What follows belongs to an exercise in optimizing a design on an open flow for small area and a short achievable clock period; a production flow would make more cautious choices. Function was checked by simulation only, so behaviour that the tests miss may differ from the original. No activity file was given, so power comes from the tool's default toggle rates.

==> flow/design.v <==
module mips_core(clk, rst, imem_addr, imem_rdata, dmem_addr, dmem_wdata, dmem_we, dmem_re, dmem_rdata);
input clk, rst;
output [31:0] imem_addr;
input [31:0] imem_rdata;
output [31:0] dmem_addr, dmem_wdata;
output dmem_we, dmem_re;
input [31:0] dmem_rdata;
integer k;
genvar i;
reg  [31:2] pc;
wire [31:2] pc_inc = pc + 30'd1;
reg  [31:0] m_res;
reg         m_take;
always @(posedge clk)
    if (rst) pc <= 30'd0;
    else if (m_take) pc <= m_res[31:2];
    else pc <= pc_inc;
assign imem_addr = {pc, 2'b00};
reg [31:0] d_ins;
reg [31:2] d_pc4;
reg        d_v;
reg [31:1] d_rs_oh, d_rt_oh;
always @(posedge clk)
    for (k = 1; k < 32; k = k + 1) begin
        d_rs_oh[k] <= imem_rdata[25:21] == k;
        d_rt_oh[k] <= imem_rdata[20:16] == k;
    end
always @(posedge clk) begin
    d_ins <= imem_rdata;
    d_pc4 <= pc_inc;
    d_v   <= ~rst;
end
wire [5:0] op    = d_ins[31:26];
wire [4:0] rs    = d_ins[25:21];
wire [4:0] rt    = d_ins[20:16];
wire [4:0] rd    = d_ins[15:11];
wire [4:0] shamt = d_ins[10:6];
wire [5:0] funct = d_ins[5:0];
wire [15:0] imm  = d_ins[15:0];
wire is_r    = op == 6'b000000;
wire is_addi = op == 6'b001000;
wire is_andi = op == 6'b001100;
wire is_ori  = op == 6'b001101;
wire is_lw   = op == 6'b100011;
wire is_sw   = op == 6'b101011;
wire is_beq  = op == 6'b000100;
wire is_bne  = op == 6'b000101;
wire is_br   = is_beq | is_bne;
wire f_sub = funct == 6'b100010;
wire f_and = funct == 6'b100100;
wire f_or  = funct == 6'b100101;
wire f_slt = funct == 6'b101010;
wire f_sll = funct == 6'b000000;
wire f_srl = funct == 6'b000010;
wire r_and = is_r & f_and;
wire r_or  = is_r & f_or;
wire r_slt = is_r & f_slt;
wire r_sub = is_r & f_sub;
wire r_sh  = is_r & (f_sll | f_srl);
wire r_srl = is_r & f_srl;
wire sel_and = r_and | is_andi;
wire sel_or  = r_or  | is_ori;
wire sel_add = ~(sel_and | sel_or | r_slt | r_sh);
wire inv_b   = r_sub | r_slt;
wire use_imm = is_addi | is_andi | is_ori | is_lw | is_sw;
wire zext    = is_andi | is_ori;
wire regwrite = is_r | is_addi | is_andi | is_ori | is_lw;
wire [4:0] wreg = is_r ? rd : rt;
reg  [31:0] w_res;
reg  [4:0]  w_wr;
reg         w_rw, w_lw;
wire [31:0] wd = w_lw ? dmem_rdata : w_res;
wire [31:0] rs_acc [0:31];
wire [31:0] rt_acc [0:31];
assign rs_acc[0] = 32'd0;
assign rt_acc[0] = 32'd0;
generate for (i = 1; i < 32; i = i + 1) begin : g_rf
    reg [31:0] q;
    always @(posedge clk)
        if (w_rw && w_wr == i) q <= wd;
    assign rs_acc[i] = rs_acc[i-1] | ({32{d_rs_oh[i]}} & q);
    assign rt_acc[i] = rt_acc[i-1] | ({32{d_rt_oh[i]}} & q);
end endgenerate
wire [31:0] rs_val = rs_acc[31];
wire [31:0] rt_val = rt_acc[31];
wire [31:0] sext = {{16{imm[15]}}, imm};
wire [31:0] immx = zext ? {16'd0, imm} : sext;
wire [31:0] opa = is_br ? {d_pc4, 2'b00} : rs_val;
wire [31:0] opb = is_br ? {sext[29:0], 2'b00} :
                  use_imm ? immx :
                  inv_b ? ~rt_val : rt_val;
wire [31:0] opd = is_br ? (rs_val ^ rt_val) : rt_val;
wire [4:0]  shn = r_srl ? (5'd0 - shamt) : shamt;
reg [31:0] e_a, e_b, e_d;
reg [4:0]  e_sh, e_wr;
reg        e_srl, e_cin, e_add, e_and, e_or, e_slt, e_shf;
reg        e_rw, e_lw, e_sw, e_beq, e_bne;
always @(posedge clk) begin
    e_a   <= opa;
    e_b   <= opb;
    e_d   <= opd;
    e_sh  <= shn;
    e_wr  <= wreg;
    e_srl <= r_srl;
    e_cin <= inv_b;
    e_add <= sel_add;
    e_and <= sel_and;
    e_or  <= sel_or;
    e_slt <= r_slt;
    e_shf <= r_sh;
    if (rst) begin
        e_rw <= 1'b0; e_lw <= 1'b0; e_sw <= 1'b0; e_beq <= 1'b0; e_bne <= 1'b0;
    end else begin
        e_rw  <= d_v & regwrite;
        e_lw  <= d_v & is_lw;
        e_sw  <= d_v & is_sw;
        e_beq <= d_v & is_beq;
        e_bne <= d_v & is_bne;
    end
end
wire [32:0] sum1 = {e_a, 1'b1} + {e_b, e_cin};
wire [31:0] sum = sum1[32:1];
wire lt = (e_a[31] == e_b[31]) ? e_a[31] : sum[31];
reg [31:0] rot;
always @(*) begin
    rot = e_b;
    if (e_sh[0]) rot = {rot[30:0], rot[31]};
    if (e_sh[1]) rot = {rot[29:0], rot[31:30]};
    if (e_sh[2]) rot = {rot[27:0], rot[31:28]};
    if (e_sh[3]) rot = {rot[23:0], rot[31:24]};
    if (e_sh[4]) rot = {rot[15:0], rot[31:16]};
end
reg [31:0] mask;
always @(*)
    for (k = 0; k < 32; k = k + 1)
        mask[k] = e_srl ? (e_sh == 5'd0 || k < e_sh) : (k >= e_sh);
wire [31:0] res = ({32{e_add}} & sum) |
                  ({32{e_and}} & (e_a & e_b)) |
                  ({32{e_or}}  & (e_a | e_b)) |
                  {31'd0, e_slt & lt} |
                  ({32{e_shf}} & rot & mask);
wire eq = ~|e_d;
wire take = (e_beq & eq) | (e_bne & ~eq);
reg [31:0] m_sd;
reg [4:0]  m_wr;
reg        m_rw, m_lw, m_sw;
always @(posedge clk) begin
    m_res <= res;
    m_sd  <= e_d;
    m_wr  <= e_wr;
    if (rst) begin
        m_rw <= 1'b0; m_lw <= 1'b0; m_sw <= 1'b0; m_take <= 1'b0;
    end else begin
        m_rw <= e_rw; m_lw <= e_lw; m_sw <= e_sw; m_take <= take;
    end
end
assign dmem_addr  = m_res;
assign dmem_wdata = m_sd;
assign dmem_we    = m_sw;
assign dmem_re    = m_lw;
always @(posedge clk) begin
    w_res <= m_res;
    w_wr  <= m_wr;
    w_lw  <= m_lw;
    w_rw  <= rst ? 1'b0 : m_rw;
end
endmodule
export LEC_CHECK = 0
export CAP_MARGIN = 20
export CORE_MARGIN = 2
export CORE_UTILIZATION = 50
export CTS_CLUSTER_DIAMETER = 80
export CTS_CLUSTER_SIZE = 20
export PLACE_DENSITY = 0.55
export SETUP_SLACK_MARGIN = 4.35
export SLEW_MARGIN = 20
create_clock -name core_clock -period 7.0 [get_ports {clk}]
standard.sh (not shown) runs the stock make flow with config.mk's settings and CLKGATE_MAP_FILE= SYNTH_SCRIPT=/design/flow/synth_recipe.tcl, a recipe that flattens the netlist after the stock synthesis.
==> flow/flow/run.sh <==
#!/bin/bash
# The standard layout (standard.sh, with the standard synthesis), except that
# ports are buffered with buf_2 cells instead of the delay cells that
# buffer_ports otherwise picks (every port still gets its own buffer).
# Each ORFS step writes its full log under orfs/logs; make's own output goes
# to flow_make.log in this folder.
set -euo pipefail
export BUFFER_PORTS_ARGS="-buffer_cell sky130_fd_sc_hd__buf_2"
bash standard.sh > flow_make.log 2>&1
==> next run, changes <==
- SETUP_SLACK_MARGIN: 4.35 -> 4.3
Total power decreases by 0.58%.
Die area is unchanged.
Sequential share of layout area rose by 0.24 points.
Global-route usage drops by 0.14 points.
Critical path depth does not change.
Worst setup slack gets better by 0.020 ns.
Wire length decreases by 0.69%.
Worst hold slack is about the same.
==> next run, changes <==
- SETUP_SLACK_MARGIN: 4.3 -> 4.4
Final cell count grows by 1.2%.
Worst setup slack improves by 0.040 ns.
Synthesized cell count does not change.
Die area does not change.
Synthesized area does not change.
Clock power is about the same.
Utilization came out higher by 1.0 points.
First-iteration DRC count decreases by 1.3%.
==> next run, changes <==
- SETUP_SLACK_MARGIN: 4.4 -> 4.2
The changed run completed with no timing, DRC or antenna violations; sequential cell count stays the same; synthesized area stays the same; die area does not change; count of clock-buffer cells in the layout stays the same; combinational power drops by 11%; first-iteration DRC count came out higher by 0.59%; wire length fell by 1.7%.
==> next run, changes <==
==> flow/run.sh (new file) <==
#!/bin/bash
# synth_recipe.tcl (not shown) runs the flow's synth.tcl, then flattens the netlist and writes it again
# the make line also repeats each setting of config.mk as NAME=value (left out here)
make -C /OpenROAD-flow-scripts/flow DESIGN_CONFIG=/design/flow/config.mk WORK_HOME=/design/flow/orfs CLKGATE_MAP_FILE= SYNTH_SCRIPT=/design/flow/synth_recipe.tcl finish
- SETUP_SLACK_MARGIN: 4.2 -> 4.3
removed: flow/flow/run.sh
removed: flow/standard.sh
=>
- global-route usage is higher by 0.54 points
- wire length rose by 1.5%
- register-to-register slack improved by 0.13 ns
- design area climbs by 2.4%
- fmax rose by 4.9%
- synthesized area stays the same
- via count rose by 2.1%
- non-clock buffer count is higher by 54
- combinational power rose by 9.4%
- die area stays the same
==> next run, changes <==
- CTS_CLUSTER_DIAMETER: 80 -> default
- CTS_CLUSTER_SIZE: 20 -> default
What happened: The changed run ran to the end with no violations. Power rises by about a fifth. Worst setup slack loses 0.034 ns. Synthesized area does not change. Wire length rises slightly. Final area rises by a few percent.

separate check: timing with driven ports:
In the flow no input, the clock included, has a driving cell. The finished layouts below were timed again as built, in two steps. Step 1 (the two cells are an assumption about what drives the block):
set clk [get_ports {clk}]
set_driving_cell -lib_cell sky130_fd_sc_hd__clkbuf_16 $clk
set_driving_cell -lib_cell sky130_fd_sc_hd__buf_2 [delete_from_list [all_inputs] $clk]
Step 2 moves the port delays by t, midway between the first and last clock arrival at a register: inputs arrive t later, outputs are due t later. That takes back most of the time a late clock gives input paths. Slacks: ideal ports / drivers / drivers and shift; pairs: ideal ports / drivers.
run	t (ns)	setup slack, ns	hold WS [ns]	worst slew at a driven data input, ns
the first run	0.761	4.245 / 4.245 / 4.245	0.336 / 0.336 / 0.336	0.09
the second run	0.760	4.265 / 4.257 / 4.265	0.336 / 0.336 / 0.336	0.09
the third run	0.759	4.305 / 4.291 / 4.305	0.337 / 0.337 / 0.337	0.09
the fourth run	0.761	4.123 / 4.123 / 4.123	0.336 / 0.336 / 0.336	0.09
the fifth run	0.782	4.257 / 4.249 / 3.897	0.335 / 0.335 / 0.335	0.10
the sixth run	0.837	4.223 / 4.223 / 3.880	0.328 / 0.328 / 0.328	0.10
After both steps setup and hold are still met in every run listed. For the fifth run, which loses most, drivers alone change the setup slack by -0.008 ns; drivers and shift together by -0.360 ns.
